Background: an optimization exercise with open tools, aiming at small area and a short achievable clock period. Do not read the settings as production practice.
At most, simulation tests tie the RTL to the original design; equivalence was not proved.
The RTL of runs 7 and 8 was laid out without a check of its function.
The flow treats the clock pin as an ideal source, which a real chip does not have.
Power is estimated from default activity; no workload was simulated.

==> flow/design.v <==
`timescale 1ns/10ps
module FP_MUL(CLK, RESET, ENABLE, DATA_IN, DATA_OUT, READY);
input         CLK;
input         RESET;
input         ENABLE;
input   [7:0] DATA_IN;
output  [7:0] DATA_OUT;
output        READY;
reg     [7:0] DATA_OUT;
reg           READY;
reg     [6:0] t;
always @(posedge CLK) begin
	if (RESET || t == 7'd72)
		t <= 7'd0;
	else
		t <= t + 7'd1;
end
reg op;
always @(posedge CLK) begin
	if (t == 7'd16)
		op <= ENABLE;
end
reg    [51:0] A;
reg    [10:0] E;
reg           s;
reg    [39:0] B;
wire    [4:0] elo = {1'b0, E[3:0]} + {1'b0, DATA_OUT[7:4]} + 5'd1;
always @(posedge CLK) begin
	if (t == 7'd1) A[7:0]   <= DATA_IN;
	if (t == 7'd2) A[15:8]  <= DATA_IN;
	if (t == 7'd3) A[23:16] <= DATA_IN;
	if (t == 7'd4) A[31:24] <= DATA_IN;
	if (t == 7'd5) A[39:32] <= DATA_IN;
	if (t == 7'd6) A[47:40] <= DATA_IN;
	if (t == 7'd7) A[51:48] <= DATA_IN[3:0];
end
always @(posedge CLK) begin
	if (t == 7'd7)
		E[3:0] <= DATA_IN[7:4];
	else if (t == 7'd16)
		E[3:0] <= elo[3:0];
	if (t == 7'd8)
		E[10:4] <= DATA_IN[6:0];
	else if (t == 7'd17)
		E[10:4] <= E[10:4] + DATA_OUT[6:0] + {6'd0, rc} + 7'h40;
end
always @(posedge CLK) begin
	if (t == 7'd8)
		s <= DATA_IN[7];
	else if (t == 7'd16)
		s <= s ^ DATA_IN[7];
end
integer k, j;
always @(posedge CLK) begin
	B <= {2'b00, B[39:2]};
	for (k = 0; k < 7; k = k + 1)
		if (t == 7'd9 + k)
			for (j = 0; j < 8; j = j + 1)
				if (6*k + j < 40)
					B[6*k + j] <= DATA_IN[j];
	if (t == 7'd16)
		B[38] <= 1'b1;
end
reg    [54:0] Sn;
reg    [52:0] Cn;
reg           cser;
reg           cflag;
reg           rc;
wire          run = (t >= 7'd10) && (t <= 7'd62);
reg           g;       
always @(posedge CLK) g <= !RESET && (t >= 7'd9) && (t <= 7'd35);
wire          b0  = B[0] & g;
wire          b1  = B[1] & g;
wire   [52:0] MA   = {1'b1, A};
wire   [56:0] pp0n = ~({57{b0}} & {4'd0, MA});
wire   [56:0] pp1n = ~({57{b1}} & {3'd0, MA, 1'b0});
wire   [56:0] Sxn  = {2'b11, Sn};
wire   [56:0] Cxn  = {4'b1111, Cn};
wire   [56:0] sum1n = Sxn ^ Cxn ^ pp0n;
wire   [56:0] car1n = {(Sxn[55:0] & Cxn[55:0]) | (Sxn[55:0] & pp0n[55:0]) | (Cxn[55:0] & pp0n[55:0]), 1'b1};
wire   [56:0] sum2n = sum1n ^ car1n ^ pp1n;
wire   [56:0] car2n = {(sum1n[55:0] & car1n[55:0]) | (sum1n[55:0] & pp1n[55:0]) | (car1n[55:0] & pp1n[55:0]), 1'b1};
wire          s20  = ~sum2n[0];
wire          s21  = ~sum2n[1];
wire          c21  = ~car2n[1];
wire          out0 = s20 ^ cser;
wire          k0   = s20 & cser;
wire          out1 = s21 ^ c21 ^ k0;
wire          cout = (s21 & c21) | (s21 & k0) | (c21 & k0);
wire          ins1 = (t >= 7'd35) & out1;
wire          ins0 = (t >= 7'd36) & out0;
always @(posedge CLK) begin
	Cn   <= car2n[54:2];
	cser <= cout;
	if (run)
		Sn <= {~ins1, ~ins0, sum2n[54:2]};
	else
		Sn <= {8'hff, Sn[54:8]};
end
wire   [54:0] S = ~Sn;
wire    [7:0] win = cflag ? S[9:2] : S[8:1];
wire    [8:0] inc = {1'b0, win} + {8'd0, rc};
wire    [4:0] lo  = {1'b0, win[3:0]} + {4'd0, rc};
wire    [4:0] hi  = {1'b0, E[3:0]} + {4'd0, cflag};
wire    [6:0] eh  = E[10:4] + {6'd0, rc};
always @(posedge CLK) begin
	if (t == 7'd62)
		cflag <= out1;
end
always @(posedge CLK) begin
	if (t == 7'd16) begin
		rc <= elo[4];
	end else if (t == 7'd62) begin
		rc <= out1 ? S[3] : S[2];
	end else if (t == 7'd69) begin
		rc <= hi[4];
	end else begin
		rc <= inc[8];
	end
end
always @(posedge CLK) begin
	if (t == 7'd15 || t == 7'd16)
		DATA_OUT <= DATA_IN;
	else if (t == 7'd69)
		DATA_OUT <= {hi[3:0], lo[3:0]};
	else if (t == 7'd70)
		DATA_OUT <= {s, eh};
	else
		DATA_OUT <= inc[7:0];
end
always @(posedge CLK) begin
	if (RESET)
		READY <= 1'b0;
	else
		READY <= op && (t >= 7'd63) && (t <= 7'd70);
end
endmodule
==> flow/flow/run.sh <==
#!/bin/bash
# Standard ORFS layout with fast port buffers and a larger setup margin for repair_timing.
set -euo pipefail
bash standard.sh "BUFFER_PORTS_ARGS=-buffer_cell sky130_fd_sc_hd__buf_2" SETUP_SLACK_MARGIN=9.3 CTS_CLUSTER_SIZE=30 CTS_CLUSTER_DIAMETER=100 finish > make_finish.log 2>&1
==> flow/standard.sh <==
#!/bin/bash
# synth_recipe.tcl (not shown) runs the flow's synth.tcl, then flattens the netlist and writes it again
# the make line also repeats each setting of config.mk as NAME=value (left out here)
make -C /OpenROAD-flow-scripts/flow DESIGN_CONFIG=/design/flow/config.mk WORK_HOME=/design/flow/orfs CLKGATE_MAP_FILE= SYNTH_SCRIPT=/design/flow/synth_recipe.tcl "${@:-finish}"
==> flow/config.mk <==
export PLATFORM = sky130hd
export DESIGN_NAME = FP_MUL
export DESIGN_NICKNAME = FP_MUL
export VERILOG_FILES = /design/flow/design.v
export SDC_FILE = /design/flow/constraint.sdc
export NUM_CORES = 4
export LEC_CHECK = 0
export CAP_MARGIN = 20
export CORE_MARGIN = 2
export CORE_UTILIZATION = 40
export SLEW_MARGIN = 20
==> flow/constraint.sdc <==
create_clock -name core_clock -period 12.5 [get_ports {CLK}]
set_input_delay 2.5000 -clock core_clock [delete_from_list [all_inputs] [get_ports {CLK}]]
set_output_delay 2.5000 -clock core_clock [all_outputs]
set_load 0.01 [all_outputs]
==> impl_metrics.yaml, run 1 <==
power_and_ir_drop:
  power_density_mw_per_mm2: 107
  fin_total_pwr_w: 0.00127
  p_leak_nw: 3.74
  irDropWorstVdd_mv: 0.0810
clocking:
  cts_tree: "yes"
  cts_buffers: 12
  cts_sinks: 233
  cts.reportedPaths.clkPinSlew_ps: 110
  cts_max_level: 1
  ctsLongestPathBuffers: 3
  clk_latency_ps: 480
  postCtsHoldBufs: 0
  cts-root-buf: "clkbuf_16"
floorplanning:
  ios: 20
  initial_core_util: 0.407
  core_mm2: 0.0270
  rows: 60
  chipWidth_um: 170
  dieArea_mm2: 0.0287
  die_h_um: 170
synthesis:
  yosysSeqAreaShare: 0.486
  synth_edf_count: 66
  synthArstFlopShare: 0
  ys_warn_count: 1
  synthTopCellsByCount: "dfxtp_1, nand2_1, fa_1, edfxtp_1, mux2_1"
  synth_top_area_share: 0.305
  yosys_register_bits: 233
  synthTopCellsByArea: "dfxtp_1, fa_1, edfxtp_1"
  yosysTopAreaCell: "dfxtp_1"
  yosysMostFrequentCell: "dfxtp_1"
  synth_nets: 1014
  syn_area_per_cell_um2: 12.6
  syn_inst: 868
  synth_cell_types: 60
  synth_ff_type: "dfxtp_1"
  syn_area_mm2: 0.0110
route:
  postRouteWirelength_um: 21700
  drt_first_pass_iters: 4
  drt_iter0_drc: 459
  wire_per_inst_um: 17.8
  ant_nets: 0
  vias: 6121
  drc: 0
  via_per_inst: 5.02
sta:
  rsz0062_at_grt: "true"
  finalSetupTns_ps: 0
  max_freq_mhz: 288
  relSlewSlack: 0.310
  period_needed_ps: 3470
  tightest_slew_ps: 1030
  setup_viol: 0
  fin_ws_ps: 9030
  min_period_over_period: 0.278
  finalHoldViolCount: 0
  drv_slew: 0
  hold_ws_ps: 436
  fin_worst_skew_ps: 27.6
critical_path:
  path_cells: "buf_6"
  cp-start-kind: "flop"
  crit_start: "DATA_OUT[7]$_DFF_P_"
  path_max_fanout: 2
  cp-end-kind: "output pin"
  cp_top_family: "flip-flops"
  critPathArrivalTime_ps: 970
  path_class: "flop to output pin"
  worst-path-buf-inv: 1
  cp_data_required_time_ps: 10000
  slowest_stage: "dfxtp_2"
  slowest_delay_ps: 380
  worstReg2RegStart: "g$_DFF_P_"
global_routing:
  grt_pass1_vias: 6622
  antenna_found_initial: 0
  grt_pass1_wl_um: 36200
  overflow: 0
  grt_max_degree: 54
  track_usage: 0.160
layout:
  fin_cells: 1219
  nets: 1017
  area.growth.synth_to_final_pct: 7.88
  drive_gt1_frac: 0.123
worst_hold_path:
  hp-class: "flop to flop"
  hp-start: "B[2]$_DFF_P_"
flow_run:
  drv_cap: 0
place:
  dpl.hpwl_um: 14900
  dp_cells: 1192
  routabilityCongestion: 0.809
  io_buffers: 19
  place_ws_ps: 9150
outcome:
  status: "complete, no violations"
## final timing paths
check,to,slack (ps),cells past startpoint
max,DATA_OUT[7],9030,1
min,B[0]$_DFF_P_,440,1
max reg2reg,rc$_DFF_P_,9550,9
min reg2reg,B[0]$_DFF_P_,440,1
## layer usage
layer	track usage	part of all wire	wire, um	up-vias
li1	-	-	-	2932
met1	0.239	0.50	10800	3104
met2	0.257	0.46	10000	71
met3	0.0177	0.030	653	14
met4	0.0245	0.012	266	0
met5	0	0	0	-
## registers in the layout, summed over array words and instances (netlist names)
| name | cells |
|---|---|
| A | 52 |
| B | 40 |
| Cn | 53 |
| DATA_OUT | 8 |
| E | 11 |
| READY | 1 |
| Sn | 55 |
| cflag | 1 |
| cser | 1 |
| g | 1 |
| op | 1 |
| rc | 1 |
| s | 1 |
| t | 7 |
## per-stage QoR
stage / area (um^2) / utilization
final: 11800 / 0.439
after global routing: 11800 / 0.439
after CTS: 11800 / 0.438
after detailed placement: 11300 / 0.420
after global placement: 11300 / 0.420
after floorplan: 11000 / -
## cells by family (layout without fill, tap and decap cells)
logic type / Yosys count / after routing / synth area share
AND/OR/NAND/NOR: 236 / 236 / 0.0983
buffers and inverters: 69 / 78 / 0.0277
multiplexers: 100 / 100 / 0.100
AO/OA/AOI/OAI: 75 / 75 / 0.0434
other: 0 / 1 / 0
adder cells (fa/ha/maj): 135 / 135 / 0.229
XOR/XNOR: 20 / 20 / 0.0160
flip-flops: 233 / 233 / 0.486
## power by group
part	total [W]	switching, W	internal, W
sequential	0.000788	0.00000518	0.000783
clock	0.000452	0.000250	0.000203
combinational	0.0000269	0.0000201	0.00000682
## cell usage in the layout (no fill, tap or decap), drive strengths merged, types with 18 or more instances in the layout
cell type,netlist,final
a21oi,21,21
buf,12,29
clkbuf,28,18
dfxtp,167,167
edfxtp,66,66
fa,109,109
ha,26,26
inv,29,31
mux2,77,77
mux2i,23,23
nand2,140,140
nor2,31,31
o21ai,19,19
## cell type report
class                           count  area, um^2
Clock inverter                      2        40.0
Clock buffer                       18         344
Fill cell                        2512       15100
Tap cell                          341         427
Inverter                           29         109
Timing Repair Buffer               29         224
Antenna cell                        1        2.50
Sequential cell                   233        5340
Multi-Input combinational cell    566        5340
## what timing repair did
item / 4_1_cts / 5_1_grt
buffers inserted: 5 / 1
endpoints found under the hold margin: 0 / 0
pin swaps: 0 / 0
setup endpoints to repair: 9 / 11
gates resized for setup: 16 / 2
cloned: 0 / 0
==> inputs of run 2 (changes only) <==
==> flow/flow/run.sh (replaced) <==
#!/bin/bash
# Standard ORFS layout with fast port buffers and a larger setup margin for repair_timing.
set -euo pipefail
bash standard.sh "BUFFER_PORTS_ARGS=-buffer_cell sky130_fd_sc_hd__buf_2" SETUP_SLACK_MARGIN=9.3 CTS_CLUSTER_SIZE=20 CTS_CLUSTER_DIAMETER=60 finish > make_finish.log 2>&1
==> run 2 against run 1 <==
Still clean. Non-clock buffer count did not move. Via count rose by 1.5%. Total power rose by 14%.
==> impl_metrics.yaml, run 2 <==
outcome:
  status: "complete, no violations"
synthesis:
  syn_area_mm2: 0.0110
  synthArstFlopShare: 0
  syn_area_per_cell_um2: 12.6
  synthMuxAreaShare: 0.100
  yosysMostFrequentCell: "dfxtp_1"
  synthTopCellsByArea: "dfxtp_1, fa_1, edfxtp_1"
  synth_nets: 1014
  ys_warn_count: 1
  yosys_register_bits: 233
  synth_xor_area_frac: 0.0160
  synth_compound_area_frac: 0.0434
  synthTopCellsByCount: "dfxtp_1, nand2_1, fa_1, edfxtp_1, mux2_1"
  syn_inst: 868
  synth_cell_types: 60
  synth_top_area_share: 0.305
  synth_edf_count: 66
  synth_top_family_by_area: "adder cells"
  synth_ff_type: "dfxtp_1"
  yosysSeqAreaShare: 0.486
  yosys.area_share.adder: 0.229
  yosysTopAreaCell: "dfxtp_1"
  synthSimpleGateAreaFrac: 0.0983
sta:
  fin_ws_ps: 9030
  rsz0062_at_grt: "true"
  finalHoldViolCount: 0
  fin_worst_skew_ps: 15.4
  finalSetupTns_ps: 0
  relSlewSlack: 0.317
  min_period_over_period: 0.278
  max_freq_mhz: 288
  drv_slew: 0
  tightest_slew_ps: 1020
  setup_viol: 0
  period_needed_ps: 3470
layout:
  reg_top3: "Sn (55), Cn (53), A (52)"
  area.growth.synth_to_final_pct: 10.4
  nets: 1025
  mostFrequentLayoutCells: "dfxtp_1, nand2_1, fa_1"
  final_common_cell: "dfxtp_1"
  fin_area_mm2: 0.0121
  largest_register_ffs: 55
  regMostFlops: "Sn"
  diodes: 0
  fin_cells: 1233
  drive_gt1_frac: 0.141
critical_path:
  cp_top_family: "flip-flops"
  worst-path-buf-inv: 1
  slowest_stage: "dfxtp_2"
  cp-start-kind: "flop"
  cp_data_required_time_ps: 10000
  r2r_cells: 7
  cp-end-kind: "output pin"
  path_cells: "buf_6"
  path_max_fanout: 2
  critPathArrivalTime_ps: 970
  slowest_delay_ps: 360
  path_class: "flop to output pin"
  cp.depth: 1
route:
  drt_iter0_drc: 459
  vias: 6212
  ant_nets: 0
  via_per_inst: 5.04
  drc: 0
  drt_first_pass_iters: 4
  postRouteWirelength_um: 22000
  wire_per_inst_um: 17.8
power_and_ir_drop:
  seqPwrFrac: 0.545
  pwr-share-comb: 0.019
  irDropWorstVdd_mv: 0.0747
  switching_share: 0.230
  p_int_w: 0.00111
  fin_total_pwr_w: 0.00145
  power_density_mw_per_mm2: 119
  p_leak_nw: 3.87
  power.switching_w: 0.000333
  p_clk_frac: 0.436
place:
  io_buffers: 19
  routabilityCongestion: 0.809
  dpl.hpwl_um: 14900
  place_ws_ps: 9150
  dp_cells: 1192
  dpl_cell_area_mm2: 0.0113
floorplanning:
  die_h_um: 170
  chipWidth_um: 170
  core_mm2: 0.0270
  initial_core_util: 0.407
  dieArea_mm2: 0.0287
  ios: 20
  rows: 60
clocking:
  cts.reportedPaths.clkPinSlew_ps: 70
  clk_latency_ps: 510
  cts_tree: "yes"
  cts_max_level: 1
  cts_buffers: 20
  cts-root-buf: "clkbuf_16"
  cts_sinks: 233
  ctsLongestPathBuffers: 3
global_routing:
  overflow: 0
  antenna_found_initial: 0
  grt_pass1_vias: 6688
  track_usage: 0.162
  grt_max_degree: 54
  grt_pass1_wl_um: 36500
flow_run:
  drv_cap: 0
worst_hold_path:
  hp-class: "flop to flop"
  whs_path_depth: 1
[run 2: worst paths after layout]
check                       from             endpoint  slack [ps]
min                 B[2]$_DFF_P_         B[0]$_DFF_P_         450
max          DATA_OUT[7]$_DFF_P_          DATA_OUT[7]        9030
min reg2reg         B[2]$_DFF_P_         B[0]$_DFF_P_         450
max reg2reg      cflag$_DFFE_PP_  DATA_OUT[7]$_DFF_P_        9530
[run 2: metal layers]
layer,vias up,routed length [um],global-route usage
li1,2957,-,-
met1,3137,10800,0.241
met2,98,10100,0.258
met3,20,783,0.0208
met4,0,342,0.0312
met5,-,0,0
[run 2: logic make-up (layout without fill, tap and decap cells)]
family,count (synthesis),count (layout)
AOI/OAI and AO/OA,75,75
DFF,233,233
buffers and inverters,69,93
muxes,100,100
xor gates and xnor gates,20,20
adders and majority gates,135,135
and+or+nand+nor,236,236
[run 2: power by group through the flow]
stage	Clock (W)	Combinational, W	Sequential, W
detailed placement	0	0.0000274	0.000806
finish	0.000631	0.0000270	0.000788
global route	0.000679	0.0000301	0.000789
CTS	0.000647	0.0000274	0.000788
global placement	0	0.0000270	0.000806
floorplan	0	0.0000143	0.000804
[run 2: per-stage QoR]
step	hold slack [ps]	utilization
5_1_grt	463	0.449
2_1_floorplan	411	-
3_5_place_dp	441	0.420
6_report	446	0.449
3_3_place_gp	435	0.420
4_1_cts	449	0.449
[run 2: area by class of cell]
class / count / area [um^2]
clock buffers: 23 / 533
clock inverters: 12 / 129
fillers: 2482 / 14900
inverters: 29 / 109
multi-input cells: 566 / 5340
flip-flops and latches: 233 / 5340
well taps: 341 / 427
repair buffers: 29 / 224
[run 2: timing repair]
item	CTS	global route
setup endpoints to repair	9	10
resized for setup	17	1
hold buffers	0	0
setup buffers	6	0
==> inputs of run 3 (changes only) <==
==> flow/flow/run.sh (replaced) <==
#!/bin/bash
# Standard ORFS layout with fast port buffers and a larger setup margin for repair_timing.
set -euo pipefail
bash standard.sh "BUFFER_PORTS_ARGS=-buffer_cell sky130_fd_sc_hd__buf_2" SETUP_SLACK_MARGIN=9 finish > make_finish.log 2>&1
==> run 3 against run 2 <==
Non-clock buffer count is 4 lower. Synthesized cell count unchanged. Sequential share of layout area down 0.23 points. Worst hold slack improved by 2.5 ps. Largest cell class unchanged. Register-to-register slack worse by 110 ps. Setup slack got worse by 21 ps. Critical path type unchanged. Total power is 5.7% higher. First-iteration DRC count up 0.22%. Final cell count is 0.32% higher.
==> impl_metrics.yaml, run 3 <==
outcome:
  status: "complete, no violations"
layout:
  num-fill-cells: 2456
  fin_util: 0.451
  drive_gt1_frac: 0.138
  fin_cells: 1237
  nets: 1025
  largest_register_ffs: 55
  diodes: 0
  area.growth.synth_to_final_pct: 11.0
  reg_top3: "Sn (55), Cn (53), A (52)"
  fin_area_mm2: 0.0122
  multiInputGateArea_mm2: 0.00534
  final_common_cell: "dfxtp_1"
  seq_area_mm2: 0.00534
  regMostFlops: "Sn"
  mostFrequentLayoutCells: "dfxtp_1, nand2_1, fa_1"
route:
  wl_met2_um: 10100
  wl_met3_um: 807
  routed.top_layer: "met4"
  vias: 6258
  ant_nets: 0
  via_per_inst: 5.06
  postRouteWirelength_um: 22000
  drt_first_pass_iters: 5
  drt-met1-wl_um: 10800
  drt_iter0_drc: 460
  drc: 0
  wire_per_inst_um: 17.8
sta:
  fin_worst_skew_ps: 9.08
  max_freq_mhz: 286
  finalSetupTns_ps: 0
  drv_slew: 0
  period_needed_ps: 3490
  finalHoldViolCount: 0
  min_period_over_period: 0.279
  setup_viol: 0
  relSlewSlack: 0.287
  tightest_slew_ps: 1070
  rsz0062_at_grt: "true"
clocking:
  cts_max_level: 1
  cts-root-buf: "clkbuf_16"
  clk_latency_ps: 520
  postCtsHoldBufs: 0
  cts_tree: "yes"
  cts_sinks: 233
  ctsLongestPathBuffers: 3
  cts_buffers: 24
  cts.reportedPaths.clkPinSlew_ps: 60
synthesis:
  syn_area_mm2: 0.0110
  synth_top_area_share: 0.305
  synth_cell_types: 60
  synthTopCellsByArea: "dfxtp_1, fa_1, edfxtp_1"
  synth_nets: 1014
  synthTopCellsByCount: "dfxtp_1, nand2_1, fa_1, edfxtp_1, mux2_1"
  synth_top_family_by_area: "adder cells"
  ys_warn_count: 1
  synth_edf_count: 66
  yosys_register_bits: 233
  synth_xor_area_frac: 0.0160
  synthMuxAreaShare: 0.100
  syn_inst: 868
  synthArstFlopShare: 0
  synth_ff_type: "dfxtp_1"
  yosysSeqAreaShare: 0.486
  yosysMostFrequentCell: "dfxtp_1"
  synthSimpleGateAreaFrac: 0.0983
  synth_compound_area_frac: 0.0434
  yosysTopAreaCell: "dfxtp_1"
  syn_area_per_cell_um2: 12.6
  yosys.area_share.adder: 0.229
critical_path:
  cp-start-kind: "flop"
  cp_data_required_time_ps: 10000
  worstReg2RegStart: "g$_DFF_P_"
  cp_top_family: "flip-flops"
  path_cells: "buf_2"
  slowest_delay_ps: 350
  slowest_stage: "dfxtp_4"
  critPathArrivalTime_ps: 990
  path_class: "flop to output pin"
  worst-path-buf-inv: 1
  cp-end-kind: "output pin"
  path_max_fanout: 3
  crit_start: "DATA_OUT[5]$_DFF_P_"
floorplanning:
  rows: 60
  chipWidth_um: 170
  die_h_um: 170
  ios: 20
  dieArea_mm2: 0.0287
  initial_core_util: 0.407
  core_mm2: 0.0270
power_and_ir_drop:
  p_clk_frac: 0.466
  power.switching_w: 0.000318
  pwr-share-comb: 0.018
  seqPwrFrac: 0.516
  fin_total_pwr_w: 0.00153
  p_int_w: 0.00121
  switching_share: 0.208
  irDropWorstVdd_mv: 0.0909
  power_density_mw_per_mm2: 126
  p_leak_nw: 3.92
worst_hold_path:
  hp-class: "flop to flop"
  hp-start: "B[35]$_DFF_P_"
flow_run:
  drv_cap: 0
global_routing:
  antenna_found_initial: 0
  grt_pass1_vias: 6724
  track_usage: 0.162
  grt_max_degree: 54
  grt_pass1_wl_um: 36500
  overflow: 0
place:
  routabilityCongestion: 0.809
  io_buffers: 19
  dp_cells: 1192
  dpl_cell_area_mm2: 0.0113
  dpl.hpwl_um: 14900
==> run 3: changes by cell type in the layout (fill, tap and decap cells not counted), moves of 3 or more <==
cell,change
buf_2,+4
buf_4,-3
buf_6,-5
clkbuf_1,+5
clkbuf_16,+4
clkinv_2,+5
inv_6,-3
inv_8,-4
==> run 3: logic make-up after synthesis <==
group	count (synthesis)
AND/OR/NAND/NOR	236
flip-flops	233
adder cells (fa/ha/maj)	135
multiplexers	100
AO/OA/AOI/OAI	75
buffers and inverters	69
XOR/XNOR	20
==> run 3: cell type report <==
cell class,count,share of cell area
Multi-Input combinational cell,566,0.439
Inverter,29,0.00895
Sequential cell,233,0.439
Clock buffer,34,0.0559
Timing Repair Buffer,25,0.0136
Clock inverter,9,0.00864
Tap cell,341,0.0351
==> run 3: per-stage QoR <==
stage / worst slack [ps] / hold WS [ps]
2_1_floorplan: 9310 / 411
3_3_place_gp: 9170 / 435
3_5_place_dp: 9150 / 441
4_1_cts: 8970 / 441
5_1_grt: 8990 / 446
6_report: 9010 / 449
==> run 3: final timing paths <==
kind	to	slack (ps)	cells after the start
worst min register to register	B[33]$_DFF_P_	450	1
worst max register to register	rc$_DFF_P_	9420	9
worst min-delay path	B[33]$_DFF_P_	450	1
worst max-delay path	DATA_OUT[5]	9010	1
==> run 3: repair_timing <==
action / 4_1_cts / 5_1_grt
gates resized for setup: 8 / 5
setup buffers: 1 / 1
endpoints found under the setup margin: 6 / 7
==> run 3: layer usage <==
metal  vias to the layer above  GRT usage
li1                       2967          -
met1                      3149      0.241
met2                       115      0.256
met3                        27     0.0217
met4                         0     0.0312
met5                         -          0
==> run 3: power by group through the flow <==
stage          clock network (W)  registers, W  logic (W)
6_report                0.000713      0.000789  0.0000271
2_1_floorplan                  0      0.000804  0.0000143
3_3_place_gp                   0      0.000806  0.0000270
5_1_grt                 0.000757      0.000790  0.0000301
4_1_cts                 0.000727      0.000789  0.0000275
3_5_place_dp                   0      0.000806  0.0000274
==> inputs of run 4 (changes only) <==
==> flow/flow/run.sh (replaced) <==
#!/bin/bash
set -euo pipefail
bash standard.sh "BUFFER_PORTS_ARGS=-buffer_cell sky130_fd_sc_hd__buf_2" SETUP_SLACK_MARGIN=9.5 CTS_CLUSTER_SIZE=30 CTS_CLUSTER_DIAMETER=100 CTS_BUF_LIST=sky130_fd_sc_hd__clkbuf_16 finish > make_finish.log 2>&1
==> run 4 against run 3 <==
Routed wire length increased by 0.21%. Area after synthesis unchanged. Synthesized cell count unchanged. Critical endpoint is now DATA_OUT[4].
==> impl_metrics.yaml, run 4 <==
outcome:
  status: "complete, no violations"
global_routing:
  antenna_found_initial: 0
  track_usage: 0.160
  grt_pass1_wl_um: 35800
  grt_max_degree: 54
  overflow: 0
  grt_pass1_vias: 6356
route:
  wire_per_inst_um: 18.1
  drt_iter0_drc: 370
  ant_nets: 0
  postRouteWirelength_um: 22000
  wl_met3_um: 822
  routed.top_layer: "met4"
  via_per_inst: 5.08
  wl_met2_um: 9900
  drt-met1-wl_um: 10900
  drc: 0
  drt_first_pass_iters: 5
  vias: 6188
place:
  io_buffers: 19
  dp_cells: 1192
  place_ws_ps: 9140
  dpl.hpwl_um: 14900
  routabilityCongestion: 0.809
synthesis:
  synth_nets: 1014
  synthTopCellsByArea: "dfxtp_1, fa_1, edfxtp_1"
  syn_area_mm2: 0.0110
  synth_ff_type: "dfxtp_1"
  yosysMostFrequentCell: "dfxtp_1"
  synth_top_area_share: 0.305
  synth_edf_count: 66
  syn_area_per_cell_um2: 12.6
  yosysTopAreaCell: "dfxtp_1"
  synthTopCellsByCount: "dfxtp_1, nand2_1, fa_1, edfxtp_1, mux2_1"
  yosys_register_bits: 233
  synthArstFlopShare: 0
  yosysSeqAreaShare: 0.486
  syn_inst: 868
  ys_warn_count: 1
  synth_cell_types: 60
layout:
  area.growth.synth_to_final_pct: 7.89
  regMostFlops: "Sn"
  num-fill-cells: 2487
  mostFrequentLayoutCells: "dfxtp_1, nand2_1, fa_1"
  drive_gt1_frac: 0.127
  reg_top3: "Sn (55), Cn (53), A (52)"
  nets: 1018
  largest_register_ffs: 55
  fin_util: 0.439
  fin_cells: 1217
  final_common_cell: "dfxtp_1"
  diodes: 0
clocking:
  cts_sinks: 233
  cts_max_level: 1
  postCtsHoldBufs: 0
  cts.reportedPaths.clkPinSlew_ps: 120
  cts_buffers: 11
  clk_latency_ps: 480
  cts_tree: "yes"
  cts-root-buf: "clkbuf_16"
  ctsLongestPathBuffers: 3
sta:
  fin_ws_ps: 9030
  relSlewSlack: 0.333
  fin_worst_skew_ps: 22.8
  tightest_slew_ps: 997
  finalSetupTns_ps: 0
  rsz0062_at_grt: "true"
  period_needed_ps: 3470
  drv_slew: 0
  min_period_over_period: 0.278
  setup_viol: 0
  max_freq_mhz: 288
  finalHoldViolCount: 0
flow_run:
  drv_cap: 0
floorplanning:
  die_h_um: 170
  initial_core_util: 0.407
  dieArea_mm2: 0.0287
  ios: 20
  chipWidth_um: 170
  rows: 60
  core_mm2: 0.0270
critical_path:
  path_cells: "buf_6"
  path_max_fanout: 2
  cp-start-kind: "flop"
  path_class: "flop to output pin"
  cp_top_family: "flip-flops"
  reg2reg_slack_ps: 9620
  cp_data_required_time_ps: 10000
  slowest_stage: "dfxtp_2"
  slowest_delay_ps: 380
  worst-path-buf-inv: 1
  critPathArrivalTime_ps: 970
  cp-end-kind: "output pin"
power_and_ir_drop:
  irDropWorstVdd_mv: 0.0739
  p_leak_nw: 3.75
  power_density_mw_per_mm2: 104
worst_hold_path:
  hp-class: "flop to flop"
## run 4: cell counts after synthesis
Identical to the previous run, type by type.
## run 4: area by class of cell
| class | instances | area [um^2] | area share |
|---|---|---|---|
| Inverter | 29 | 109 | 0.00920 |
| Sequential cell | 233 | 5340 | 0.452 |
| Clock inverter | 6 | 50.0 | 0.00423 |
| Clock buffer | 11 | 275 | 0.0233 |
| Timing Repair Buffer | 31 | 272 | 0.0230 |
| Tap cell | 341 | 427 | 0.0361 |
| Multi-Input combinational cell | 566 | 5350 | 0.453 |
## run 4: kinds of logic after synthesis
kind of cell / share of synthesized area
AOI/OAI and AO/OA: 0.0434
xor gates and xnor gates: 0.0160
adders and majority gates: 0.229
buffers and inverters: 0.0277
DFF: 0.486
muxes: 0.100
and+or+nand+nor: 0.0983
## run 4: repair_timing
item	in CTS	in global routing
pin swaps	0	0
setup endpoints to repair	12	66
gates cloned	0	1
gates resized for setup	20	4
buffers inserted	6	1
## run 4: report_power, final
part / total, W / internal [W] / leakage (nW) / switching, W
Sequential: 0.000788 / 0.000783 / 1.95 / 0.00000533
Combinational: 0.0000280 / 0.00000691 / 1.62 / 0.0000211
Clock: 0.000419 / 0.000184 / 0.175 / 0.000235
## run 4: metal layers
metal / vias up / GRT usage
li1: 2926 / -
met1: 3133 / 0.240
met2: 105 / 0.248
met3: 24 / 0.0252
met4: 0 / 0.0308
met5: - / 0
## run 4: worst paths after layout
kind,end,from,cells past startpoint
worst max-delay path,DATA_OUT[4],DATA_OUT[4]$_DFF_P_,1
worst min-delay path,Sn[52]$_SDFF_PP1_,Sn[54]$_SDFF_PP1_,1
worst max register to register,Sn[11]$_DFF_P_,t[3]$_SDFF_PP0_,6
worst min register to register,Sn[52]$_SDFF_PP1_,Sn[54]$_SDFF_PP1_,1
## run 4: through the flow
step	total power [W]	area (um^2)	hold slack, ps
finish	0.00123	11800	454
global route	0.00128	11800	473
CTS	0.00125	11800	464
detailed placement	0.000834	11300	438
global placement	0.000833	11300	434
floorplan	0.000820	11000	411
==> inputs of run 5 (changes only) <==
==> flow/flow/run.sh (replaced) <==
#!/bin/bash
set -euo pipefail
bash standard.sh "BUFFER_PORTS_ARGS=-buffer_cell sky130_fd_sc_hd__buf_2" \
  SETUP_SLACK_MARGIN=9.3 CTS_CLUSTER_SIZE=30 CTS_CLUSTER_DIAMETER=100 \
  finish > make_finish.log 2>&1
==> run 5 against run 4 <==
Critical path type unchanged. Synthesized cell count unchanged. Sequential power is essentially flat. Sequential cell count unchanged. Routed wire length shrank 1.5%. Critical endpoint is now DATA_OUT[7]. Still clean. First-iteration DRC count rose by 24%. Via count is 1.1% lower. Largest cell class unchanged. Final area is essentially flat.
==> impl_metrics.yaml, run 5 <==
sta:
  fin_ws_ps: 9030
  finalHoldViolCount: 0
  relSlewSlack: 0.310
  setup_viol: 0
  fin_worst_skew_ps: 27.6
  min_period_over_period: 0.278
  finalSetupTns_ps: 0
  max_freq_mhz: 288
  period_needed_ps: 3470
  drv_slew: 0
  tightest_slew_ps: 1030
  rsz0062_at_grt: "true"
synthesis:
  synthArstFlopShare: 0
  synthTopCellsByCount: "dfxtp_1, nand2_1, fa_1, edfxtp_1, mux2_1"
  synth_nets: 1014
  synth_edf_count: 66
  syn_inst: 868
  synthTopCellsByArea: "dfxtp_1, fa_1, edfxtp_1"
  synth_top_area_share: 0.305
  syn_area_mm2: 0.0110
  synth_ff_type: "dfxtp_1"
  yosysMostFrequentCell: "dfxtp_1"
  yosys_register_bits: 233
  ys_warn_count: 1
  synth_cell_types: 60
  syn_area_per_cell_um2: 12.6
  yosysSeqAreaShare: 0.486
  yosysTopAreaCell: "dfxtp_1"
clocking:
  cts_tree: "yes"
  cts_max_level: 1
  postCtsHoldBufs: 0
  cts-root-buf: "clkbuf_16"
  ctsLongestPathBuffers: 3
  clk_latency_ps: 480
  cts.reportedPaths.clkPinSlew_ps: 110
  cts_buffers: 12
  cts_sinks: 233
critical_path:
  path_cells: "buf_6"
  path_max_fanout: 2
  slowest_stage: "dfxtp_2"
  cp-end-kind: "output pin"
  path_class: "flop to output pin"
  cp_top_family: "flip-flops"
  cp-start-kind: "flop"
  worst-path-buf-inv: 1
  slowest_delay_ps: 380
  reg2reg_slack_ps: 9550
  critPathArrivalTime_ps: 970
  cp_data_required_time_ps: 10000
route:
  drc: 0
  wl_met2_um: 10000
  postRouteWirelength_um: 21700
  vias: 6121
  drt-met1-wl_um: 10800
  ant_nets: 0
  routed.top_layer: "met4"
  wl_met3_um: 653
  via_per_inst: 5.02
  drt_iter0_drc: 459
  drt_first_pass_iters: 4
  wire_per_inst_um: 17.8
global_routing:
  grt_pass1_vias: 6622
  antenna_found_initial: 0
  grt_max_degree: 54
  overflow: 0
  grt_pass1_wl_um: 36200
  track_usage: 0.160
floorplanning:
  ios: 20
  rows: 60
  initial_core_util: 0.407
  chipWidth_um: 170
  dieArea_mm2: 0.0287
  die_h_um: 170
  core_mm2: 0.0270
power_and_ir_drop:
  irDropWorstVdd_mv: 0.0810
  switching_share: 0.217
  pwr-share-comb: 0.021
  p_leak_nw: 3.74
  power_density_mw_per_mm2: 107
  p_int_w: 0.000993
  power.switching_w: 0.000275
  seqPwrFrac: 0.622
  p_clk_frac: 0.357
layout:
  mostFrequentLayoutCells: "dfxtp_1, nand2_1, fa_1"
  num-fill-cells: 2512
  nets: 1017
  area.growth.synth_to_final_pct: 7.88
  drive_gt1_frac: 0.123
  reg_top3: "Sn (55), Cn (53), A (52)"
  largest_register_ffs: 55
  final_common_cell: "dfxtp_1"
  regMostFlops: "Sn"
place:
  io_buffers: 19
  routabilityCongestion: 0.809
  dpl.hpwl_um: 14900
  place_ws_ps: 9150
outcome:
  status: "complete, no violations"
worst_hold_path:
  hp-class: "flop to flop"
flow_run:
  drv_cap: 0
[run 5: changes by cell type in the layout (fill, tap and decap cells not counted), sizes merged]
cell and delta:
bufinv -1, clkbuf +5, clkinv -1, diode +1
inv -2
[run 5: path summary, 6_finish.rpt]
check,from,to,depth (start not counted)
min reg2reg,B[2]$_DFF_P_,B[0]$_DFF_P_,1
max reg2reg,g$_DFF_P_,rc$_DFF_P_,9
min,B[2]$_DFF_P_,B[0]$_DFF_P_,1
max,DATA_OUT[7]$_DFF_P_,DATA_OUT[7],1
[run 5: cell type report]
cell class / count / area [um^2] / area share
repair buffers: 29 / 224 / 0.0189
clock buffers: 18 / 344 / 0.0291
flip-flops and latches: 233 / 5340 / 0.451
clock inverters: 2 / 40.0 / 0.00339
diodes: 1 / 2.50 / 0.000212
well taps: 341 / 427 / 0.0361
inverters: 29 / 109 / 0.00921
multi-input cells: 566 / 5340 / 0.452
[run 5: power groups by stage]
stage                     registers [W]  clock network (W)   logic, W
after detailed placement       0.000806                  0  0.0000274
after floorplan                0.000804                  0  0.0000143
after global routing           0.000790           0.000495  0.0000301
after global placement         0.000806                  0  0.0000270
final                          0.000788           0.000452  0.0000269
after CTS                      0.000788           0.000473  0.0000274
[run 5: per-layer routing]
layer / global-route usage / vias up
met5: 0 / -
met4: 0.0245 / 0
met3: 0.0177 / 14
met2: 0.257 / 71
met1: 0.239 / 3104
li1: - / 2932
[run 5: kinds of logic after synthesis]
group                    after synthesis  synth area share
AND/OR/NAND/NOR                      236            0.0983
flip-flops                           233             0.486
adder cells (fa/ha/maj)              135             0.229
multiplexers                         100             0.100
AO/OA/AOI/OAI                         75            0.0434
buffers and inverters                 69            0.0277
XOR/XNOR                              20            0.0160
[run 5: repair_timing]
item	in CTS	in global routing
endpoints found under the hold margin	0	0
resized for setup	16	2
endpoints found under the setup margin	9	11
buffers inserted	5	1
[run 5: metrics by stage]
stage               power [W]  cell area, um^2  hold slack (ps)  cells   util
floorplan            0.000818            11000              411    868      -
global placement     0.000833            11300              435   1192  0.420
detailed placement   0.000833            11300              441   1192  0.420
CTS                   0.00129            11800              438   1217  0.438
global route          0.00131            11800              468   1218  0.439
finish                0.00127            11800              436   1219  0.439
==> inputs of run 6 (changes only) <==
==> flow/flow/run.sh (replaced) <==
#!/bin/bash
# Standard ORFS layout (the standard.sh) with these changes:
#  - port buffers use buf_2 instead of the default pick (a slow delay cell);
#  - after CTS, the clock tree's middle level is removed (collapse_clk.tcl), so
#    the clock reaches every register through two buffers instead of three.
# Each tool's output goes to a log file in this folder; ORFS keeps its step logs in orfs/logs.
set -euo pipefail
VARS=("BUFFER_PORTS_ARGS=-buffer_cell sky130_fd_sc_hd__buf_2"
      SETUP_SLACK_MARGIN=9.3 CTS_CLUSTER_SIZE=30 CTS_CLUSTER_DIAMETER=100)
bash standard.sh "${VARS[@]}" cts > make_cts.log 2>&1
R=orfs/results/sky130hd/FP_MUL/base
CTS_ODB=$R/4_cts.odb openroad -no_init -exit flow/collapse_clk.tcl > collapse_clk.log 2>&1
bash standard.sh "${VARS[@]}" finish > make_finish.log 2>&1
==> flow/flow/collapse_clk.tcl (new file) <==
# Remove the intermediate levels of the clock tree that CTS built: every clock
# buffer that is fed by another buffer and drives only clock buffers is taken
# out, and its loads are moved to the net that feeds it. The root buffer then
# drives the leaf buffers directly; every register keeps the same number of
# buffers between it and the clock port.
read_db $::env(CTS_ODB)
set block [ord::get_db_block]
proc is_clkbuf {inst} { string match "sky130_fd_sc_hd__clkbuf_*" [[$inst getMaster] getName] }
set removed 0
set changed 1
while {$changed} {
  set changed 0
  foreach inst [$block getInsts] {
    if {![is_clkbuf $inst]} continue
    set in [$inst findITerm A]
    set out [$inst findITerm X]
    set innet [$in getNet]
    set outnet [$out getNet]
    if {$innet eq "NULL" || $outnet eq "NULL"} continue
    if {[llength [$innet getBTerms]] > 0} continue
    set drv ""
    foreach it [$innet getITerms] { if {[$it isOutputSignal]} { set drv [$it getInst] } }
    if {$drv eq "" || ![is_clkbuf $drv]} continue
    set ok 1
    set loads {}
    foreach it [$outnet getITerms] {
      if {[$it isOutputSignal]} continue
      if {![is_clkbuf [$it getInst]]} { set ok 0; break }
      lappend loads $it
    }
    if {!$ok || [llength $loads] == 0} continue
    foreach it $loads { $it disconnect; $it connect $innet }
    $in disconnect
    $out disconnect
    puts "removed [$inst getName] ([llength $loads] loads moved to [$innet getName])"
    odb::dbInst_destroy $inst
    odb::dbNet_destroy $outnet
    incr removed
    set changed 1
    break
  }
}
puts "removed $removed clock buffers"
write_db $::env(CTS_ODB)
==> run 6 against run 5 <==
Still clean. Total power is 2.7% lower. Sequential cell count unchanged. Worst hold slack worse by 1.3 ps. Die area unchanged. Clock-buffer cell count is 2 lower. Critical path type unchanged. Non-clock buffer count down 1. Via count increased by 0.51%. Synthesized cell count unchanged. Final cell count is 0.33% lower. Largest power group unchanged. Register-to-register slack got worse by 70 ps. Critical endpoint unchanged. Global-route usage increased by 0.49 points. Clock skew barely moved.
==> impl_metrics.yaml, run 6 <==
outcome:
  status: "complete, no violations"
route:
  vias: 6152
  via_per_inst: 5.06
  wl_met3_um: 730
  drc: 0
  routed.top_layer: "met4"
  wire_per_inst_um: 17.8
  postRouteWirelength_um: 21700
  ant_nets: 0
  drt-met1-wl_um: 10800
  wl_met2_um: 9970
  drt_first_pass_iters: 4
  drt_iter0_drc: 435
floorplanning:
  rows: 60
  initial_core_util: 0.407
  core_mm2: 0.0270
  die_h_um: 170
  chipWidth_um: 170
  dieArea_mm2: 0.0287
  ios: 20
layout:
  nets: 1014
  drive_gt1_frac: 0.120
  reg_top3: "Sn (55), Cn (53), A (52)"
  diodes: 0
  fin_util: 0.437
  regMostFlops: "Sn"
  area.growth.synth_to_final_pct: 7.33
  num-fill-cells: 2518
  mostFrequentLayoutCells: "dfxtp_1, nand2_1, fa_1"
  final_common_cell: "dfxtp_1"
  largest_register_ffs: 55
power_and_ir_drop:
  p_leak_nw: 3.71
  irDropWorstVdd_mv: 0.0765
  power_density_mw_per_mm2: 105
synthesis:
  synth_edf_count: 66
  yosysTopAreaCell: "dfxtp_1"
  syn_area_mm2: 0.0110
  syn_area_per_cell_um2: 12.6
  yosysMostFrequentCell: "dfxtp_1"
  synth_ff_type: "dfxtp_1"
  syn_inst: 868
  synthTopCellsByCount: "dfxtp_1, nand2_1, fa_1, edfxtp_1, mux2_1"
  synth_top_area_share: 0.305
  yosys_register_bits: 233
  synth_cell_types: 60
  yosysSeqAreaShare: 0.486
  ys_warn_count: 1
  synthArstFlopShare: 0
  synth_nets: 1014
  synthTopCellsByArea: "dfxtp_1, fa_1, edfxtp_1"
global_routing:
  grt_pass1_wl_um: 36100
  antenna_found_initial: 0
  track_usage: 0.165
  grt_pass1_vias: 6595
  grt_max_degree: 54
  overflow: 0
clocking:
  clk_latency_ps: 430
  cts_max_level: 1
  cts_sinks: 233
  postCtsHoldBufs: 0
  cts-root-buf: "clkbuf_16"
  ctsLongestPathBuffers: 3
  cts_buffers: 12
  cts_tree: "yes"
  cts.reportedPaths.clkPinSlew_ps: 120
sta:
  finalHoldViolCount: 0
  relSlewSlack: 0.308
  rsz0062_at_grt: "true"
  setup_viol: 0
  fin_ws_ps: 9090
  fin_worst_skew_ps: 27.5
  period_needed_ps: 3410
  hold_ws_ps: 435
  min_period_over_period: 0.273
  tightest_slew_ps: 1040
  max_freq_mhz: 293
  drv_slew: 0
  finalSetupTns_ps: 0
critical_path:
  path_cells: "buf_6"
  slowest_stage: "dfxtp_2"
  cp_data_required_time_ps: 10000
  cp_top_family: "flip-flops"
  critPathArrivalTime_ps: 910
  path_class: "flop to output pin"
  slowest_delay_ps: 380
  cp-start-kind: "flop"
  crit_start: "DATA_OUT[7]$_DFF_P_"
  worst-path-buf-inv: 1
  path_max_fanout: 2
  worstReg2RegStart: "cflag$_DFFE_PP_"
  cp-end-kind: "output pin"
worst_hold_path:
  hp-class: "flop to flop"
  hp-start: "B[2]$_DFF_P_"
place:
  routabilityCongestion: 0.809
  dpl.hpwl_um: 14900
  place_ws_ps: 9150
  io_buffers: 19
flow_run:
  drv_cap: 0
-- run 6: layer usage --
layer,up-vias,track usage
met5,-,0
met4,0,0.0301
met3,16,0.0366
met2,84,0.257
met1,3125,0.239
li1,2927,-
-- run 6: final timing paths --
check	endpoint	slack, ps	cells past startpoint
worst max-delay path	DATA_OUT[7]	9090	1
worst min-delay path	B[0]$_DFF_P_	430	1
worst max register to register	DATA_OUT[7]$_DFF_P_	9480	7
worst min register to register	B[0]$_DFF_P_	430	1
-- run 6: stage by stage --
| stage | area, um^2 | power, W | cells |
|---|---|---|---|
| 6_report | 11800 | 0.00123 | 1215 |
| 4_1_cts | 11800 | 0.00129 | 1217 |
| 3_3_place_gp | 11300 | 0.000833 | 1192 |
| 5_1_grt | 11800 | 0.00128 | 1215 |
| 3_5_place_dp | 11300 | 0.000833 | 1192 |
| 2_1_floorplan | 11000 | 0.000818 | 868 |
-- run 6: kinds of logic after synthesis --
group,after synthesis,share of synthesized area
buffers and inverters,69,0.0277
flip-flops,233,0.486
XOR/XNOR,20,0.0160
AND/OR/NAND/NOR,236,0.0983
adder cells (fa/ha/maj),135,0.229
multiplexers,100,0.100
AO/OA/AOI/OAI,75,0.0434
-- run 6: repair_timing --
action | 4_1_cts | 5_1_grt
gates cloned | 0 | 0
setup endpoints to repair | 9 | 10
gates resized for setup | 16 | 2
setup buffers | 5 | 0
-- run 6: layout make-up --
cell class,instances,area [um^2],area share
clock buffer,16,294,0.0250
clock inverter,2,40.0,0.00340
inverter,29,109,0.00925
multi-input combinational,566,5340,0.454
sequential,233,5340,0.454
tap,341,427,0.0363
timing repair buffer,28,216,0.0184
-- run 6: where the power goes --
part	leakage [nW]	switching, W	total [W]	internal, W
Clock	0.161	0.000245	0.000419	0.000173
Sequential	1.95	0.00000520	0.000788	0.000783
Combinational	1.59	0.0000200	0.0000269	0.00000683
Total	3.71	0.000270	0.00123	0.000963
==> inputs of run 7 (changes only) <==
--- a/flow/design.v
+++ b/flow/design.v
@@ -60,40 +60,55 @@
 					B[6*k + j] <= DATA_IN[j];
 	if (t == 7'd16)
 		B[38] <= 1'b1;
+	if (t < 7'd9 || t > 7'd35)
+		B[1:0] <= 2'b00;
 end
 reg    [54:0] Sn;
-reg    [52:0] Cn;
-reg           cser;
+reg    [26:0] Kn;
 reg           cflag;
 reg           rc;
 wire          run = (t >= 7'd10) && (t <= 7'd62);
-reg           g;       
-always @(posedge CLK) g <= !RESET && (t >= 7'd9) && (t <= 7'd35);
-wire          b0  = B[0] & g;
-wire          b1  = B[1] & g;
+wire          b0  = B[0];
+wire          b1  = B[1];
 wire   [52:0] MA   = {1'b1, A};
-wire   [56:0] pp0n = ~({57{b0}} & {4'd0, MA});
-wire   [56:0] pp1n = ~({57{b1}} & {3'd0, MA, 1'b0});
-wire   [56:0] Sxn  = {2'b11, Sn};
-wire   [56:0] Cxn  = {4'b1111, Cn};
-wire   [56:0] sum1n = Sxn ^ Cxn ^ pp0n;
-wire   [56:0] car1n = {(Sxn[55:0] & Cxn[55:0]) | (Sxn[55:0] & pp0n[55:0]) | (Cxn[55:0] & pp0n[55:0]), 1'b1};
-wire   [56:0] sum2n = sum1n ^ car1n ^ pp1n;
-wire   [56:0] car2n = {(sum1n[55:0] & car1n[55:0]) | (sum1n[55:0] & pp1n[55:0]) | (car1n[55:0] & pp1n[55:0]), 1'b1};
-wire          s20  = ~sum2n[0];
-wire          s21  = ~sum2n[1];
-wire          c21  = ~car2n[1];
-wire          out0 = s20 ^ cser;
-wire          k0   = s20 & cser;
-wire          out1 = s21 ^ c21 ^ k0;
-wire          cout = (s21 & c21) | (s21 & k0) | (c21 & k0);
+wire   [55:0] pp0n = ~({56{b0}} & {3'd0, MA});
+wire   [55:0] pp1n = ~({56{b1}} & {2'd0, MA, 1'b0});
+wire   [55:0] Sxn  = {1'b1, Sn};
+wire   [55:0] s1n;
+wire   [55:0] c1n;
+assign c1n[0]  = 1'b1;
+assign s1n[0]  = ~(Sxn[0] ^ pp0n[0]);
+assign c1n[1]  = Sxn[0] | pp0n[0];
+assign s1n[53] = ~(Sxn[53] ^ pp1n[53]);
+assign c1n[54] = Sxn[53] | pp1n[53];
+assign s1n[54] = Sxn[54];
+assign c1n[55] = 1'b1;
+assign s1n[55] = 1'b1;
+genvar i;
+generate for (i = 1; i < 53; i = i + 1) begin : row
+	FP_MUL_fa fa (.a(Sxn[i]), .b(pp0n[i]), .c(pp1n[i]), .s(s1n[i]), .co(c1n[i+1]));
+end endgenerate
+wire   [54:0] rn;
+wire   [26:0] kn;       
+wire   [27:0] hn;
+assign rn[0] = ~(s1n[0] ^ Kn[0]);
+assign hn[0] = s1n[0] | Kn[0];
+assign rn[54] = ~(s1n[54] ^ c1n[54]);
+genvar m;
+generate for (m = 0; m < 27; m = m + 1) begin : pair
+	if (m > 0) begin : l
+		FP_MUL_fa lo (.a(s1n[2*m]), .b(c1n[2*m]), .c(Kn[m]), .s(rn[2*m]), .co(hn[m]));
+	end
+	FP_MUL_fa hi (.a(s1n[2*m+1]), .b(c1n[2*m+1]), .c(hn[m]), .s(rn[2*m+1]), .co(kn[m]));
+end endgenerate
+wire          out0 = ~rn[0];
+wire          out1 = ~rn[1];
 wire          ins1 = (t >= 7'd35) & out1;
 wire          ins0 = (t >= 7'd36) & out0;
 always @(posedge CLK) begin
-	Cn   <= car2n[54:2];
-	cser <= cout;
+	Kn <= kn;
 	if (run)
-		Sn <= {~ins1, ~ins0, sum2n[54:2]};
+		Sn <= {~ins1, ~ins0, rn[54:2]};
 	else
 		Sn <= {8'hff, Sn[54:8]};
 end
@@ -135,3 +150,9 @@
 		READY <= op && (t >= 7'd63) && (t <= 7'd70);
 end
 endmodule
+module FP_MUL_fa(a, b, c, s, co);
+input  a, b, c;
+output s, co;
+assign s  = a ^ b ^ c;
+assign co = (a & b) | (a & c) | (b & c);
+endmodule
--- a/flow/flow/run.sh
+++ b/flow/flow/run.sh
@@ -6,7 +6,7 @@
 # Each tool's output goes to a log file in this folder; ORFS keeps its step logs in orfs/logs.
 set -euo pipefail
 VARS=("BUFFER_PORTS_ARGS=-buffer_cell sky130_fd_sc_hd__buf_2"
-      SETUP_SLACK_MARGIN=9.3 CTS_CLUSTER_SIZE=30 CTS_CLUSTER_DIAMETER=100)
+      SETUP_SLACK_MARGIN=9.3 SYNTH_HIERARCHICAL=1 ABC_AREA=1 CTS_CLUSTER_SIZE=30 CTS_CLUSTER_DIAMETER=100)
 bash standard.sh "${VARS[@]}" cts > make_cts.log 2>&1
 R=orfs/results/sky130hd/FP_MUL/base
 CTS_ODB=$R/4_cts.odb openroad -no_init -exit flow/collapse_clk.tcl > collapse_clk.log 2>&1
==> run 7 against run 6 <==
Routed wire length is 5.9% higher. Clock-buffer cell count is 1 lower. Clock power is 3% lower. Final area is 4.1% lower. Worst hold slack better by 8.0 ps. Fmax hardly changed. Clock skew is 13 ps higher. Core utilization is 0.11 points lower. Non-clock buffer count stayed put. Total power is 6.8% lower. Sequential cell count is 28 lower. Global-route usage is 1.3 points higher. Critical endpoint unchanged.
==> impl_metrics.yaml, run 7 <==
route:
  drt_first_pass_iters: 5
  drt_iter0_drc: 519
  drc: 0
  via_per_inst: 4.88
  wire_per_inst_um: 16.5
  ant_nets: 0
  vias: 6782
  postRouteWirelength_um: 23000
synthesis:
  syn_area_mm2: 0.0105
  synth_compound_area_frac: 0.0635
  synth_ff_type: "dfxtp_1"
  synth_cell_types: 36
  synthArstFlopShare: 0
  yosysMostFrequentCell: "nand2_1"
  syn_area_per_cell_um2: 10.1
  synthSimpleGateAreaFrac: 0.185
  synth_top_family_by_area: "adder cells"
  synthTopCellsByCount: "nand2_1, dfxtp_1, fa_1, inv_1"
  yosys.area_share.adder: 0.239
  synth_top_area_share: 0.266
  yosys_register_bits: 205
  syn_inst: 1039
  synthTopCellsByArea: "dfxtp_1, fa_1, edfxtp_1"
  synth_xor_area_frac: 0.0100
  yosysSeqAreaShare: 0.455
  synth_edf_count: 66
  synthMuxAreaShare: 0
  yosysTopAreaCell: "dfxtp_1"
  ys_warn_count: 7
  synth_nets: 1185
sta:
  period_needed_ps: 3410
  hold_ws_ps: 443
  finalHoldViolCount: 0
  setup_viol: 0
  fin_ws_ps: 9090
  max_freq_mhz: 293
  tightest_slew_ps: 862
  min_period_over_period: 0.273
  relSlewSlack: 0.423
  finalSetupTns_ps: 0
  drv_slew: 0
  rsz0062_at_grt: "true"
  fin_worst_skew_ps: 40.7
layout:
  nets: 1195
  drive_gt1_frac: 0.0882
  diodes: 0
  mostFrequentLayoutCells: "nand2_1, dfxtp_1, fa_1"
  fin_cells: 1390
  multiInputGateArea_mm2: 0.00521
  seq_area_mm2: 0.00479
  final_common_cell: "nand2_1"
  area.growth.synth_to_final_pct: 7.70
  regMostFlops: "Sn"
  reg_top3: "Sn (55), A (52), B (40)"
  largest_register_ffs: 55
  num-fill-cells: 2488
critical_path:
  worstReg2RegStart: "B[0]$_SDFF_PP0_"
  cp.depth: 1
  r2r-end: "Sn[49]$_SDFF_PN1_"
  path_class: "flop to output pin"
  slowest_stage: "dfxtp_2"
  endpoint: "DATA_OUT[7]"
  path_max_fanout: 2
  critPathArrivalTime_ps: 910
  slowest_delay_ps: 380
  crit_start: "DATA_OUT[7]$_DFF_P_"
  cp-end-kind: "output pin"
  cp-start-kind: "flop"
  r2r_cells: 6
  cp_top_family: "flip-flops"
  worst-path-buf-inv: 1
  reg2reg_slack_ps: 9460
  cp_data_required_time_ps: 10000
  path_cells: "buf_6"
power_and_ir_drop:
  p_leak_nw: 3.89
  irDropWorstVdd_mv: 0.0750
  fin_total_pwr_w: 0.00115
  power_density_mw_per_mm2: 102
clocking:
  cts_buffers: 12
  cts_sinks: 205
  cts.reportedPaths.clkPinSlew_ps: 110
  cts_tree: "yes"
  cts-root-buf: "clkbuf_16"
  clk_latency_ps: 440
  ctsLongestPathBuffers: 3
  cts_max_level: 1
  postCtsHoldBufs: 0
worst_hold_path:
  hp-start: "B[28]$_DFF_P_"
  hp-class: "flop to flop"
global_routing:
  grt_pass1_wl_um: 38200
  overflow: 0
  antenna_found_initial: 0
  track_usage: 0.178
  grt_pass1_vias: 7043
  grt_max_degree: 53
floorplanning:
  core_mm2: 0.0259
  initial_core_util: 0.404
  die_h_um: 166
  rows: 59
  chipWidth_um: 166
  dieArea_mm2: 0.0275
  ios: 20
place:
  routabilityCongestion: 0.870
  io_buffers: 19
  place_ws_ps: 9020
  dp_cells: 1368
  dpl.hpwl_um: 16400
flow_run:
  drv_cap: 0
outcome:
  status: "complete, no violations"
run 7: cell types whose count changed after synthesis, moves of 10 or more:
cell      previous run  this run
xnor2_1             14         3
o21ai_0             19        66
inv_1               28        68
clkbuf_1            27        13
mux2i_1             23         0
dfxtp_1            167       139
inv_2                1        11
nand3_1             16        31
mux2_2              33         0
a21oi_1             21        34
mux2_1              44         0
nand2_1            140       345
run 7: layout make-up:
type                            instances  share of cell area
Multi-Input combinational cell        723               0.462
Sequential cell                       205               0.424
Tap cell                              335              0.0371
Inverter                               81              0.0274
Clock buffer                           15              0.0257
Timing Repair Buffer                   28              0.0194
Clock inverter                          3             0.00421
run 7: kinds of logic after synthesis:
group | Yosys count
buffers and inverters | 111
flip-flops | 205
AND/OR/NAND/NOR | 454
adder cells (fa/ha/maj) | 135
AO/OA/AOI/OAI | 122
XOR/XNOR | 12
run 7: power breakdown:
group	switching [W]	internal, W
Sequential	0.00000731	0.000696
Clock	0.000234	0.000172
Combinational	0.0000291	0.0000112
Total	0.000270	0.000879
run 7: worst min-delay path by stage:
| stage | slack [ps] | depth (start not counted) | to |
|---|---|---|---|
| 6_report | 440 | 2 | B[26]$_DFF_P_ |
| 5_1_grt | 460 | 2 | B[33]$_DFF_P_ |
| 4_1_cts | 440 | 2 | B[8]$_DFF_P_ |
| 3_5_place_dp | 420 | 2 | B[9]$_DFF_P_ |
| 3_3_place_gp | 410 | 2 | B[32]$_DFF_P_ |
| 2_1_floorplan | 410 | 2 | B[10]$_DFF_P_ |
run 7: through the flow:
step / utilization / area (um^2)
2_1_floorplan: - / 10500
3_3_place_gp: 0.418 / 10800
3_5_place_dp: 0.418 / 10800
4_1_cts: 0.437 / 11300
5_1_grt: 0.435 / 11300
6_report: 0.435 / 11300
run 7: modules after synthesis, one instance, submodules excluded:
module,area [um^2],cells inside,flip-flops and latches
FP_MUL,8370,934,205
FP_MUL_fa,20.0,1,0
run 7: routing by layer:
metal  track usage  wire (um)  vias up
li1              -          -     3338
met5             0          0        -
met1         0.246      10600     3323
met4        0.0476        308        0
met3        0.0284        762       19
met2         0.291      11200      102
run 7: what timing repair did:
item | in CTS | in global routing
gates resized for setup | 21 | 0
endpoints found under the setup margin | 9 | 9
pin swaps | 0 | 0
setup buffers | 4 | 0
gates cloned | 0 | 0
==> inputs of run 8 (changes only) <==
--- a/flow/flow/run.sh
+++ b/flow/flow/run.sh
@@ -6,7 +6,7 @@
 # Each tool's output goes to a log file in this folder; ORFS keeps its step logs in orfs/logs.
 set -euo pipefail
 VARS=("BUFFER_PORTS_ARGS=-buffer_cell sky130_fd_sc_hd__buf_2"
-      SETUP_SLACK_MARGIN=9.3 SYNTH_HIERARCHICAL=1 ABC_AREA=1 CTS_CLUSTER_SIZE=30 CTS_CLUSTER_DIAMETER=100)
+      SETUP_SLACK_MARGIN=9.3 SYNTH_HIERARCHICAL=1 CTS_CLUSTER_SIZE=30 CTS_CLUSTER_DIAMETER=100)
 bash standard.sh "${VARS[@]}" cts > make_cts.log 2>&1
 R=orfs/results/sky130hd/FP_MUL/base
 CTS_ODB=$R/4_cts.odb openroad -no_init -exit flow/collapse_clk.tcl > collapse_clk.log 2>&1
==> run 8 against run 7 <==
Total power fell by 4.8%. Final cell count decreased by 15%. Clock skew down 16 ps. Sequential cell count unchanged. Non-clock buffer count rose by 5. Register-to-register slack got worse by 30 ps. Critical path depth stayed put. Final area is 0.40% higher. Critical endpoint unchanged. Largest power group unchanged.
==> impl_metrics.yaml, run 8 <==
outcome:
  status: "complete, no violations"
synthesis:
  yosysMostFrequentCell: "dfxtp_1"
  synth_cell_types: 56
  synth_nets: 983
  synth_edf_count: 66
  yosysSeqAreaShare: 0.455
  synthArstFlopShare: 0
  synthTopCellsByArea: "dfxtp_1, fa_1, edfxtp_1"
  yosys.area_share.adder: 0.239
  syn_inst: 837
  synthSimpleGateAreaFrac: 0.102
  synthTopCellsByCount: "dfxtp_1, nand2_1, fa_1, edfxtp_1, mux2_4"
  synth_top_area_share: 0.265
  synth_top_family_by_area: "adder cells"
  syn_area_mm2: 0.0105
  ys_warn_count: 7
  synth_ff_type: "dfxtp_1"
  synth_compound_area_frac: 0.0442
  syn_area_per_cell_um2: 12.5
  yosysTopAreaCell: "dfxtp_1"
  synth_xor_area_frac: 0.0192
  yosys_register_bits: 205
  synthMuxAreaShare: 0.114
clocking:
  cts_max_level: 1
  clk_latency_ps: 410
  cts_sinks: 205
  cts_buffers: 11
  ctsLongestPathBuffers: 3
  cts-root-buf: "clkbuf_16"
  cts.reportedPaths.clkPinSlew_ps: 120
  cts_tree: "yes"
sta:
  rsz0062_at_grt: "true"
  hold_ws_ps: 460
  tightest_slew_ps: 904
  setup_viol: 0
  finalSetupTns_ps: 0
  max_freq_mhz: 294
  min_period_over_period: 0.272
  relSlewSlack: 0.395
  drv_slew: 0
  fin_worst_skew_ps: 24.3
  finalHoldViolCount: 0
  period_needed_ps: 3400
layout:
  seq_area_mm2: 0.00479
  nets: 990
  multiInputGateArea_mm2: 0.00545
  drive_gt1_frac: 0.171
  regMostFlops: "Sn"
  num-fill-cells: 2384
  reg_top3: "Sn (55), A (52), B (40)"
  fin_util: 0.437
  largest_register_ffs: 55
  area.growth.synth_to_final_pct: 8.08
  diodes: 0
  fin_cells: 1183
  mostFrequentLayoutCells: "nand2_1, dfxtp_1, fa_1"
  fin_area_mm2: 0.0113
  final_common_cell: "nand2_1"
global_routing:
  antenna_found_initial: 0
  grt_pass1_wl_um: 34800
  track_usage: 0.164
  grt_max_degree: 56
  overflow: 0
  grt_pass1_vias: 6255
critical_path:
  path_class: "flop to output pin"
  slowest_stage: "dfxtp_2"
  r2r-end: "Sn[10]$_DFF_P_"
  critPathArrivalTime_ps: 900
  cp-end-kind: "output pin"
  cp-start-kind: "flop"
  slowest_delay_ps: 380
  path_cells: "buf_6"
  worstReg2RegStart: "t[0]$_SDFF_PP0_"
  worst-path-buf-inv: 1
  r2r_cells: 7
  cp.depth: 1
  cp_top_family: "flip-flops"
  path_max_fanout: 2
  cp_data_required_time_ps: 10000
  reg2reg_slack_ps: 9430
power_and_ir_drop:
  seqPwrFrac: 0.638
  p_int_w: 0.000853
  power_density_mw_per_mm2: 96.6
  p_leak_nw: 3.76
  p_clk_frac: 0.338
  power.switching_w: 0.000241
  pwr-share-comb: 0.024
  irDropWorstVdd_mv: 0.0649
  switching_share: 0.220
route:
  postRouteWirelength_um: 21400
  vias: 5903
  drc: 0
  via_per_inst: 4.99
  wire_per_inst_um: 18.1
  drt_iter0_drc: 268
  drt_first_pass_iters: 4
  ant_nets: 0
worst_hold_path:
  hp-class: "flop to flop"
  whs_path_depth: 1
  hp-start: "B[13]$_DFF_P_"
  holdPathEnd: "B[11]$_DFF_P_"
floorplanning:
  ios: 20
  core_mm2: 0.0259
  chipWidth_um: 166
  dieArea_mm2: 0.0275
  initial_core_util: 0.405
  rows: 59
  die_h_um: 166
place:
  dp_cells: 1157
  routabilityCongestion: 0.794
  dpl.hpwl_um: 14800
  dpl_cell_area_mm2: 0.0108
  io_buffers: 19
flow_run:
  drv_cap: 0
-- run 8: cell types whose count changed in the layout (fill, tap and decap cells not counted), sizes merged, moves of 13 or more --
cell / previous run / this run
a21oi: 35 / 22
mux2i: 0 / 22
nor2: 48 / 33
nand2: 353 / 135
mux2: 0 / 73
o21ai: 71 / 27
inv: 83 / 32
nand3: 31 / 13
-- run 8: cells by family (layout without fill, tap and decap cells) --
family	count (synthesis)	in the layout
and+or+nand+nor	236	236
DFF	205	205
adders and majority gates	135	135
muxes	95	95
AOI/OAI and AO/OA	77	77
buffers and inverters	66	77
xor gates and xnor gates	23	23
-- run 8: per-stage QoR --
step / power (W) / setup WS (ps)
final: 0.00109 / 9100
after CTS: 0.00114 / 9020
after detailed placement: 0.000741 / 9150
after global routing: 0.00113 / 9080
after global placement: 0.000741 / 9170
after floorplan: 0.000726 / 9310
-- run 8: layer usage --
metal	up-vias	routed length (um)	GRT usage
li1	2826	-	-
met1	3001	10100	0.228
met2	62	10400	0.264
met3	14	583	0.0331
met4	0	298	0.0412
met5	-	0	0
-- run 8: what timing repair did --
item                                    4_1_cts  5_1_grt
endpoints found under the setup margin        9       64
resized for setup                            22        1
hold buffers                                  0        0
endpoints found under the hold margin         0        0
setup buffers                                 5        5
-- run 8: final cells by class --
type / count / share of cell area
Sequential cell: 205 / 0.423
Multi-Input combinational cell: 566 / 0.481
Tap cell: 335 / 0.0370
Clock inverter: 3 / 0.00298
Timing Repair Buffer: 33 / 0.0241
Inverter: 29 / 0.00961
Clock buffer: 12 / 0.0228
-- run 8: Yosys stat by module (local to each module, per instance) --
| module | cells | cell area, um^2 | times used | flops+latches |
|---|---|---|---|---|
| FP_MUL_fa | 1 | 20.0 | 105 | 0 |
| FP_MUL | 732 | 8380 | 1 | 205 |
-- run 8: worst max path at each step --
stage                   startpoint                   to  slack (ps)
2_1_floorplan           DATA_IN[6]  DATA_OUT[6]$_DFF_P_        9310
3_3_place_gp            DATA_IN[1]       E[5]$_DFFE_PP_        9170
3_5_place_dp            DATA_IN[1]       E[5]$_DFFE_PP_        9150
4_1_cts        DATA_OUT[7]$_DFF_P_          DATA_OUT[7]        9020
5_1_grt        DATA_OUT[7]$_DFF_P_          DATA_OUT[7]        9080
6_report       DATA_OUT[7]$_DFF_P_          DATA_OUT[7]        9100
-- run 8: power groups by stage --
| stage | Clock [W] | Combinational (W) | Sequential (W) |
|---|---|---|---|
| final | 0.000369 | 0.0000261 | 0.000698 |
| after global routing | 0.000406 | 0.0000285 | 0.000700 |
| after CTS | 0.000417 | 0.0000264 | 0.000698 |
| after detailed placement | 0 | 0.0000263 | 0.000715 |
| after global placement | 0 | 0.0000260 | 0.000715 |
| after floorplan | 0 | 0.0000138 | 0.000712 |

## re-timing with driven ports
No port has a modelled driver above. Below, the same layouts with a new extraction and two added sets of constraints.
Step 1 sets driving cells, clkbuf_16 on the clock port and buf_2 on the other inputs (assumed; they add their load-dependent delay and slew).
Step 2 times the ports against the registers' clock, not the clock port: input delays grow and output delays shrink by t, the midpoint of the rising clock arrivals with the driver on.
Three values: ideal ports, drivers, drivers and shift; two values: the first two.
run	t (ns)	setup WS [ns]	worst hold slack (ns)
run 1	0.516	9.029 / 8.981 / 9.152	0.436 / 0.436 / 0.436
run 2	0.546	9.029 / 8.980 / 9.144	0.446 / 0.446 / 0.446
run 3	0.561	9.007 / 8.958 / 9.139	0.449 / 0.449 / 0.449
run 4	0.521	9.029 / 8.980 / 9.163	0.454 / 0.454 / 0.454
run 5	0.516	9.029 / 8.981 / 9.152	0.436 / 0.436 / 0.436
run 6	0.460	9.087 / 9.041 / 9.161	0.435 / 0.435 / 0.435
run 7	0.468	9.086 / 9.035 / 9.025	0.443 / 0.443 / 0.443
run 8	0.450	9.096 / 9.048 / 9.150	0.460 / 0.460 / 0.460
After both steps setup and hold are still met in every run listed. For run 7, which loses most, drivers alone change the setup slack by -0.051 ns; drivers and shift together by -0.061 ns.
